What follows belongs to an exercise in optimizing a design on an open flow for small area; a production flow would make more cautious choices. In this exercise RTL edits were held to simulation tests only and were not proved equivalent to the original. Power and IR drop assume default switching activity.

==> run a <==
Design CPU, start of the top module:
module CPU (
    input clk,
    input rst,  
    input botao_ligar_agora,
    input botao_enviar_agora,
    input [17:0] instrucao_completa,
    output reg flag_clear_memoria,
    output reg flag_escrever,
    output [7:0] lcd_data,
    output lcd_rs,
    output lcd_rw,
    output lcd_e,
    output lcd_on
);
clock: 25.0 ns
lec_check: 0
cap_margin: 20
core_margin: 2
core_utilization: 40
place_density: 0.6
slew_margin: 20
standard.sh (not shown) runs the stock make flow with config.mk's settings and CLKGATE_MAP_FILE= SYNTH_SCRIPT=/design/flow/synth_recipe.tcl, a recipe that flattens the netlist after the stock synthesis.
==> flow/flow/run.sh <==
#!/bin/bash
# Own layout flow: the standard ORFS flow (standard.sh) run on a copy of
# ORFS's scripts folder with these changes:
#  - synthesis maps the combinational logic with an area-oriented ABC script
#    (flow/abc_area.script, selected by ABC_AREA=1);
#  - clock tree synthesis inserts no dummy loads and uses larger sink clusters;
#  - the port buffers use the smallest buffer;
#  - power recovery downsizes gates off the critical paths.
# Each tool's output goes to the ORFS logs under orfs/logs; make's output
# goes to standard.log in this folder.
set -euo pipefail
HERE=$(pwd)
S="$HERE/scripts_area"
rm -rf "$S"
cp -r "$FLOW_HOME/scripts" "$S"
cp "$HERE/flow/abc_area.script" "$S/abc_area.script"
sed -i 's/^  -repair_clock_nets\]/  -repair_clock_nets -dont_use_dummy_load]/' "$S/cts.tcl"
grep -q -- '-dont_use_dummy_load' "$S/cts.tcl"
bash standard.sh SCRIPTS_DIR="$S" ABC_AREA=1 \
  CTS_BUF_LIST=sky130_fd_sc_hd__clkbuf_8 \
  CTS_CLUSTER_SIZE=16 CTS_CLUSTER_DIAMETER=70 \
  BUFFER_PORTS_ARGS="-buffer_cell sky130_fd_sc_hd__buf_1" \
  RECOVER_POWER=100 \
  finish > "$HERE/standard.log" 2>&1
==> flow/flow/abc_area.script <==
strash
ifraig
dch -f
amap
topo
==> run b: changes against run a <==
--- a/flow/design.v
+++ b/flow/design.v
@@ -4,34 +4,34 @@
     input start_p,
     input exec,
     input [17:0] chaves,
     input [2:0] op_p,
     input [3:0] d_p,
     input [10:0] fonte_p,
-    input [3:0] rd,
-    input [5:0] pos,
+    input [1:0] rd,
+    input [6:0] pos,
     output we,
     output wclr,
-    output [3:0] wdig,
+    output [1:0] wdig,
     output neg_cap,
     output dab_step,
     output dab_bit,
     output reg neg
 );
     localparam [2:0] F_IDLE = 3'd0, F_RP = 3'd1, F_NEG = 3'd2, F_DAB = 3'd3,
                      F_RE = 3'd4, F_WR = 3'd5;
     reg [17:0] E;
     reg [2:0] fase;
-    reg [3:0] k;
+    reg [2:0] k;
     reg inpass;
     reg [15:0] acc;
     reg c;
     reg hb;      
-    wire [1:0] q = pos[1:0];
-    wire q0 = (q == 2'd0);
-    wire q3 = (q == 2'd3);
+    wire [2:0] q = pos[2:0];
+    wire q0 = (q == 3'd0);
+    wire qlast = (q == 3'd7);
     wire srcE = fase[2];
     wire [2:0] op = srcE ? E[17:15] : op_p;
     wire [3:0] d = srcE ? E[14:11] : d_p;
     wire [10:0] f = srcE ? E[10:0] : fonte_p;
     wire [3:0] a = f[10:7];
     wire s = f[6];
@@ -42,130 +42,128 @@
     wire is_mul = (op == 3'd5);
     wire is_clr = (op == 3'd6);
     wire last_k = is_mul ? (k[2] && k[0]) : (k[0] || !(addsub || addisubi));
     wire need_read = !(op == 3'd0 || is_clr || (k[0] && addisubi));
     wire [3:0] raddr = (fase == F_WR) ? (is_clr ? 4'd0 : d) :
                        (op == 3'd7) ? d : (k[0] && addsub) ? b : a;
-    wire hit = (pos[5:2] == raddr);
+    wire hit = (pos[6:3] == raddr);
     wire comp = (fase == F_RP) || (fase == F_RE);
     wire start_pass = !inpass && q0 &&
-        ((comp && (hit || !need_read)) || (fase == F_NEG) || (fase == F_WR && hit));
+        ((comp && (hit || !need_read)) || (fase == F_NEG) || (fase == F_WR && hit) ||
+         (fase == F_DAB && pos[6:3] == 4'd0));
     wire act = start_pass || inpass;
-    wire end_pass = (fase == F_WR && is_clr) ? (&pos) : q3;
+    wire end_pass = ((fase == F_WR && is_clr) || fase == F_DAB) ? (&pos) : qlast;
     reg mbit;
     always @(*) begin
         case (k[2:0])
             3'd0: mbit = m[5];
             3'd1: mbit = m[4];
             3'd2: mbit = m[3];
             3'd3: mbit = m[2];
             3'd4: mbit = m[1];
             default: mbit = m[0];
         endcase
     end
-    wire [3:0] imm = q0 ? m[3:0] : (q == 2'd1) ? {2'b00, m[5:4]} : 4'd0;
-    wire [3:0] acc_d = acc[3:0];
-    wire [3:0] dbl = {acc_d[2:0], hb & !q0};
-    reg [3:0] x, y;
+    wire [1:0] imm = q0 ? m[1:0] : (q == 3'd1) ? m[3:2] : (q == 3'd2) ? m[5:4] : 2'd0;
+    wire [1:0] acc_d = acc[1:0];
+    wire [1:0] dbl = {acc_d[0], hb & !q0};
+    reg [1:0] x, y;
     reg inv;
     always @(*) begin
-        x = acc_d; y = 4'd0; inv = 1'b0;
+        x = acc_d; y = 2'd0; inv = 1'b0;
         if (act && comp) begin
-            x = 4'd0;
+            x = 2'd0;
             case (op)
                 3'd0: begin y = imm; inv = s; end
                 3'd1, 3'd3: if (k[0]) begin x = acc_d; y = rd; inv = op[1]; end
                             else y = rd;
                 3'd2, 3'd4: if (k[0]) begin x = acc_d; y = imm; inv = s ^ op[2]; end
                             else y = rd;
                 3'd5: begin
-                    x = (k == 4'd0) ? 4'd0 : dbl;
-                    y = mbit ? rd : 4'd0;
+                    x = (k == 3'd0) ? 2'd0 : dbl;
+                    y = mbit ? rd : 2'd0;
                     inv = s & mbit;
                 end
                 3'd6: ;
                 default: y = rd;
             endcase
         end else if (act && fase == F_NEG) begin
-            x = 4'd0; y = acc_d; inv = neg;
+            x = 2'd0; y = acc_d; inv = neg;
         end
     end
-    wire [3:0] yi = y ^ {4{inv}};
-    wire [4:0] cc;
-    wire [3:0] sum;
+    wire [1:0] yi = y ^ {2{inv}};
+    wire [2:0] cc;
+    wire [1:0] sum;
     assign cc[0] = act ? (q0 ? inv : c) : 1'b0;
     genvar gi;
-    generate for (gi = 0; gi < 4; gi = gi + 1) begin : RC
+    generate for (gi = 0; gi < 2; gi = gi + 1) begin : RC
         assign sum[gi] = x[gi] ^ yi[gi] ^ cc[gi];
         assign cc[gi+1] = (x[gi] & yi[gi]) | (cc[gi] & (x[gi] ^ yi[gi]));
     end endgenerate
-    assign neg_cap = act && fase == F_RP && q3 && last_k;
-    assign dab_step = (fase == F_DAB) && (q == ~k[3:2]);
-    assign dab_bit = acc_d[~k[1:0]];
+    assign neg_cap = act && fase == F_RP && qlast && last_k;
+    assign dab_step = act && (fase == F_DAB) && (q == ~pos[6:4]);
+    assign dab_bit = acc_d[~pos[3]];
     assign we = act && fase == F_WR && (E[17:16] != 2'b11);
     assign wclr = act && fase == F_WR && (E[17:15] == 3'd6);
     assign wdig = acc_d;
     always @(posedge clk) begin
-        acc <= {sum, acc[15:4]};
-        c <= cc[4];
-        hb <= acc_d[3];
+        acc <= {sum, acc[15:2]};
+        c <= cc[2];
+        hb <= acc_d[1];
         if (exec)
             E <= chaves;
         if (rst) begin
             fase <= F_IDLE;
-            k <= 4'd0;
+            k <= 3'd0;
             inpass <= 1'b0;
             neg <= 1'b0;
         end else begin
             inpass <= act && !end_pass;
             if (neg_cap)
-                neg <= sum[3];
+                neg <= sum[1];
             case (fase)
                 F_IDLE: if (start_p) fase <= F_RP;
                         else if (exec) fase <= F_RE;
-                F_RP: if (act && q3)
-                    if (last_k) begin k <= 4'd0; fase <= F_NEG; end
-                    else k <= k + 4'd1;
-                F_NEG: if (act && q3) fase <= F_DAB;
-                F_DAB: if (dab_step) begin
-                    k <= k + 4'd1;
-                    if (&k) fase <= F_RE;
-                end
-                F_RE: if (act && q3)
+                F_RP: if (act && qlast)
+                    if (last_k) begin k <= 3'd0; fase <= F_NEG; end
+                    else k <= k + 3'd1;
+                F_NEG: if (act && qlast) fase <= F_DAB;
+                F_DAB: if (act && end_pass) fase <= F_RE;
+                F_RE: if (act && qlast)
                     if (last_k) begin
-                        k <= 4'd0;
+                        k <= 3'd0;
                         fase <= (E[17:15] == 3'd7) ? F_IDLE : F_WR;
-                    end else k <= k + 4'd1;
+                    end else k <= k + 3'd1;
                 default: if (act && end_pass) fase <= F_IDLE;
             endcase
         end
     end
 endmodule
 module memoria(input clk, input rst, input enable, input ativar_clear,
-    input [3:0] escrita,
-    output [5:0] pos,
-    output [3:0] leitura);
+    input [1:0] escrita,
+    output [6:0] pos,
+    output [1:0] leitura);
     reg [255:0] anel;
-    reg [5:0] p;
+    reg [6:0] p;
     assign pos = p;
-    assign leitura = anel[255:252];
-    wire [3:0] entrada = ativar_clear ? 4'd0 : enable ? escrita : anel[255:252];
+    assign leitura = anel[255:254];
+    wire [1:0] entrada = ativar_clear ? 2'd0 : enable ? escrita : anel[255:254];
     always @(posedge clk) begin
-        anel <= {anel[251:0], entrada};
-        p <= rst ? 6'd0 : p + 6'd1;
+        anel <= {anel[253:0], entrada};
+        p <= rst ? 7'd0 : p + 7'd1;
     end
 endmodule
 module binario_bcd (
-    input [18:0] x,
+    input [17:0] x,
     input bit_in,
-    output [18:0] y
+    output [17:0] y
 );
     function [3:0] corr(input [3:0] d);
         corr = (d >= 4'd5) ? d + 4'd3 : d;
     endfunction
-    wire [17:0] c = {x[17:16], corr(x[15:12]), corr(x[11:8]), corr(x[7:4]), corr(x[3:0])};
+    wire [16:0] c = {x[16], corr(x[15:12]), corr(x[11:8]), corr(x[7:4]), corr(x[3:0])};
     assign y = {c, bit_in};
 endmodule
 module displayLCD (
     input wire clk,
     input wire rst,
     input wire btn_send,
@@ -197,14 +195,14 @@
         S_WAIT_RELEASE = 3'd7;
     reg [2:0] state;
     reg [10:0] cnt;
     reg [4:0] msg_idx;
     reg [2:0] reg_op;
     reg [3:0] reg_logger;
-    reg [18:0] bcd;
-    wire [18:0] bcd_step;
+    reg [17:0] bcd;    
+    wire [17:0] bcd_step;
     binario_bcd conv(.x(bcd), .bit_in(dab_bit), .y(bcd_step));
     assign start_p = (state == S_IDLE) && btn_send;
     assign op_p = reg_op;
     assign d_p = reg_logger;
     assign fonte_p = bcd[10:0];
     wire msg_step;
@@ -296,23 +294,23 @@
         cnt <= (rst || cnt_clr) ? 11'd0 : cnt_one ? 11'd1 : mc_inc[10:0];
         if (rst || msg_clr)
             msg_idx <= 5'd0;
         else if (msg_en)
             msg_idx <= mc_inc[15:11];
         if (rst || neg_cap)
-            bcd <= 19'd0;
+            bcd <= 18'd0;
         else if (start_p)
             bcd[10:0] <= fonte;
         else if (dab_step)
             bcd <= bcd_step;
     end
     reg [7:0] ch;
     reg [3:0] digit;
     always @(*) begin
         case (msg_idx[2:0])
-            3'd3: digit = {1'b0, bcd[18:16]};
+            3'd3: digit = {2'b00, bcd[17:16]};
             3'd4: digit = bcd[15:12];
             3'd5: digit = bcd[11:8];
             3'd6: digit = bcd[7:4];
             default: digit = bcd[3:0];
         endcase
         case (msg_idx)
@@ -421,19 +419,19 @@
                S_EXECUTANDO = 2'd2;
     reg [1:0] estado;
     reg sistema_ligado;
     wire flag_ligar, flag_enviar;
     wire [2:0] opcode_chaves = instrucao_completa[17:15];
     wire [3:0] rd = instrucao_completa[14:11];
-    wire [3:0] leitura, wdig;
+    wire [1:0] leitura, wdig;
     wire dab_bit, neg;
     wire we, wclr, start_p, neg_cap, dab_step;
     wire [2:0] op_p;
     wire [3:0] d_p;
     wire [10:0] fonte_p;
-    wire [5:0] pos;
+    wire [6:0] pos;
     memoria banco_memoria(
         .clk(clk),
         .rst(~sistema_ligado),
         .enable(we),
         .ativar_clear(wclr || ~sistema_ligado),
         .escrita(wdig),
==> flow/flow/abc_area.script (replaced) <==
strash
&get -n
&st
&deepsyn -T 300
&put
ifraig
dch -f
amap
topo
==> run c: changes against run a <==
==> flow/config.mk (replaced) <==
export PLATFORM = sky130hd
export DESIGN_NAME = CPU
export DESIGN_NICKNAME = CPU
export VERILOG_FILES = /design/flow/design.v
export SDC_FILE = /design/flow/constraint.sdc
export NUM_CORES = 4
export LEC_CHECK = 0
export CAP_MARGIN = 20
export CORE_MARGIN = 2
export CORE_UTILIZATION = 65
export PLACE_DENSITY = 0.75
export SLEW_MARGIN = 20
==> comparison table <==
item	run a	run c	run b
Area share of and/or/nand/nor cells after synthesis	11.5%	11.5%	9.85%
Clock skew after layout	51.6 ps	25.6 ps	55.2 ps
Slowest Stage Delay on Critical Path	440 ps	430 ps	270 ps
Launch instance of the worst min-delay path	banco_memoria.anel[217]	banco_memoria.anel[41]	banco_memoria.anel[230]
Sequential cell fraction of total power	68.4%	68.8%	69.0%
Multi-input gate share of total cell area	26.4%	26.9%	23.9%
Average detailed-routed wire length per instance	14.3 µm	15.7 µm	14.7 µm
Layer with the highest usage	met1	met2	met2
Sum of net half-perimeters after detailed placement	15000 µm	14700 µm	14500 µm
Outcome	no timing/DRC/antenna violations	no timing/DRC/antenna violations	no timing/DRC/antenna violations
Met3 wire length	1250 µm	1430 µm	1170 µm
Area of the mapped netlist	11700 µm²	11700 µm²	11200 µm²
Fin area	12700 µm²	12400 µm²	12200 µm²
Number of clock buffer instances in the layout	29	28	28
Multi-input gate area in the final layout	3340 µm²	3340 µm²	2910 µm²
Routed length on met1	11000 µm	9980 µm	10100 µm
R2R depth	28	28	21
Num tapcells	384	225	378
Number of nets in the layout	1199	1198	1099
Number of distinct library cells after synthesis	42	42	45
Vias in the first global route	7286	7152	6847
Sequential cells	383	383	382
Post-Place Worst Slack	14070 ps	14090 ps	14290 ps
Post-synthesis share of cell area spent on full adders, half adders and majority gates	4.01%	4.01%	4.04%

## what the ideal ports hide
In the flow no input, the clock included, has a driving cell. The finished layouts below were timed again as built, in two steps. Step 1, drivers: a clkbuf_16 drives clk and a buf_2 each remaining input, both assumed. Step 2 adds t to the input delays and takes it off the output delays; t is the mean of the earliest and latest rising clock arrival at the registers after step 1. Input paths then give back, and output paths get back, about the clock's delay inside the block. Three values: no drivers, after step 1, after step 2; two values: the first two.
run | shift t [ns] | setup slack, ns | worst slew at a driven data input, ns
run a | 0.600 | 14.053 / 14.029 / 14.029 | 0.04
run b | 0.581 | 14.294 / 14.268 / 14.268 | 0.07
run c | 0.598 | 14.092 / 14.064 / 14.064 | 0.04
After both steps setup and hold are still met in every run listed. For run c, which loses most, drivers alone change the setup slack by -0.028 ns; drivers and shift together by -0.028 ns.
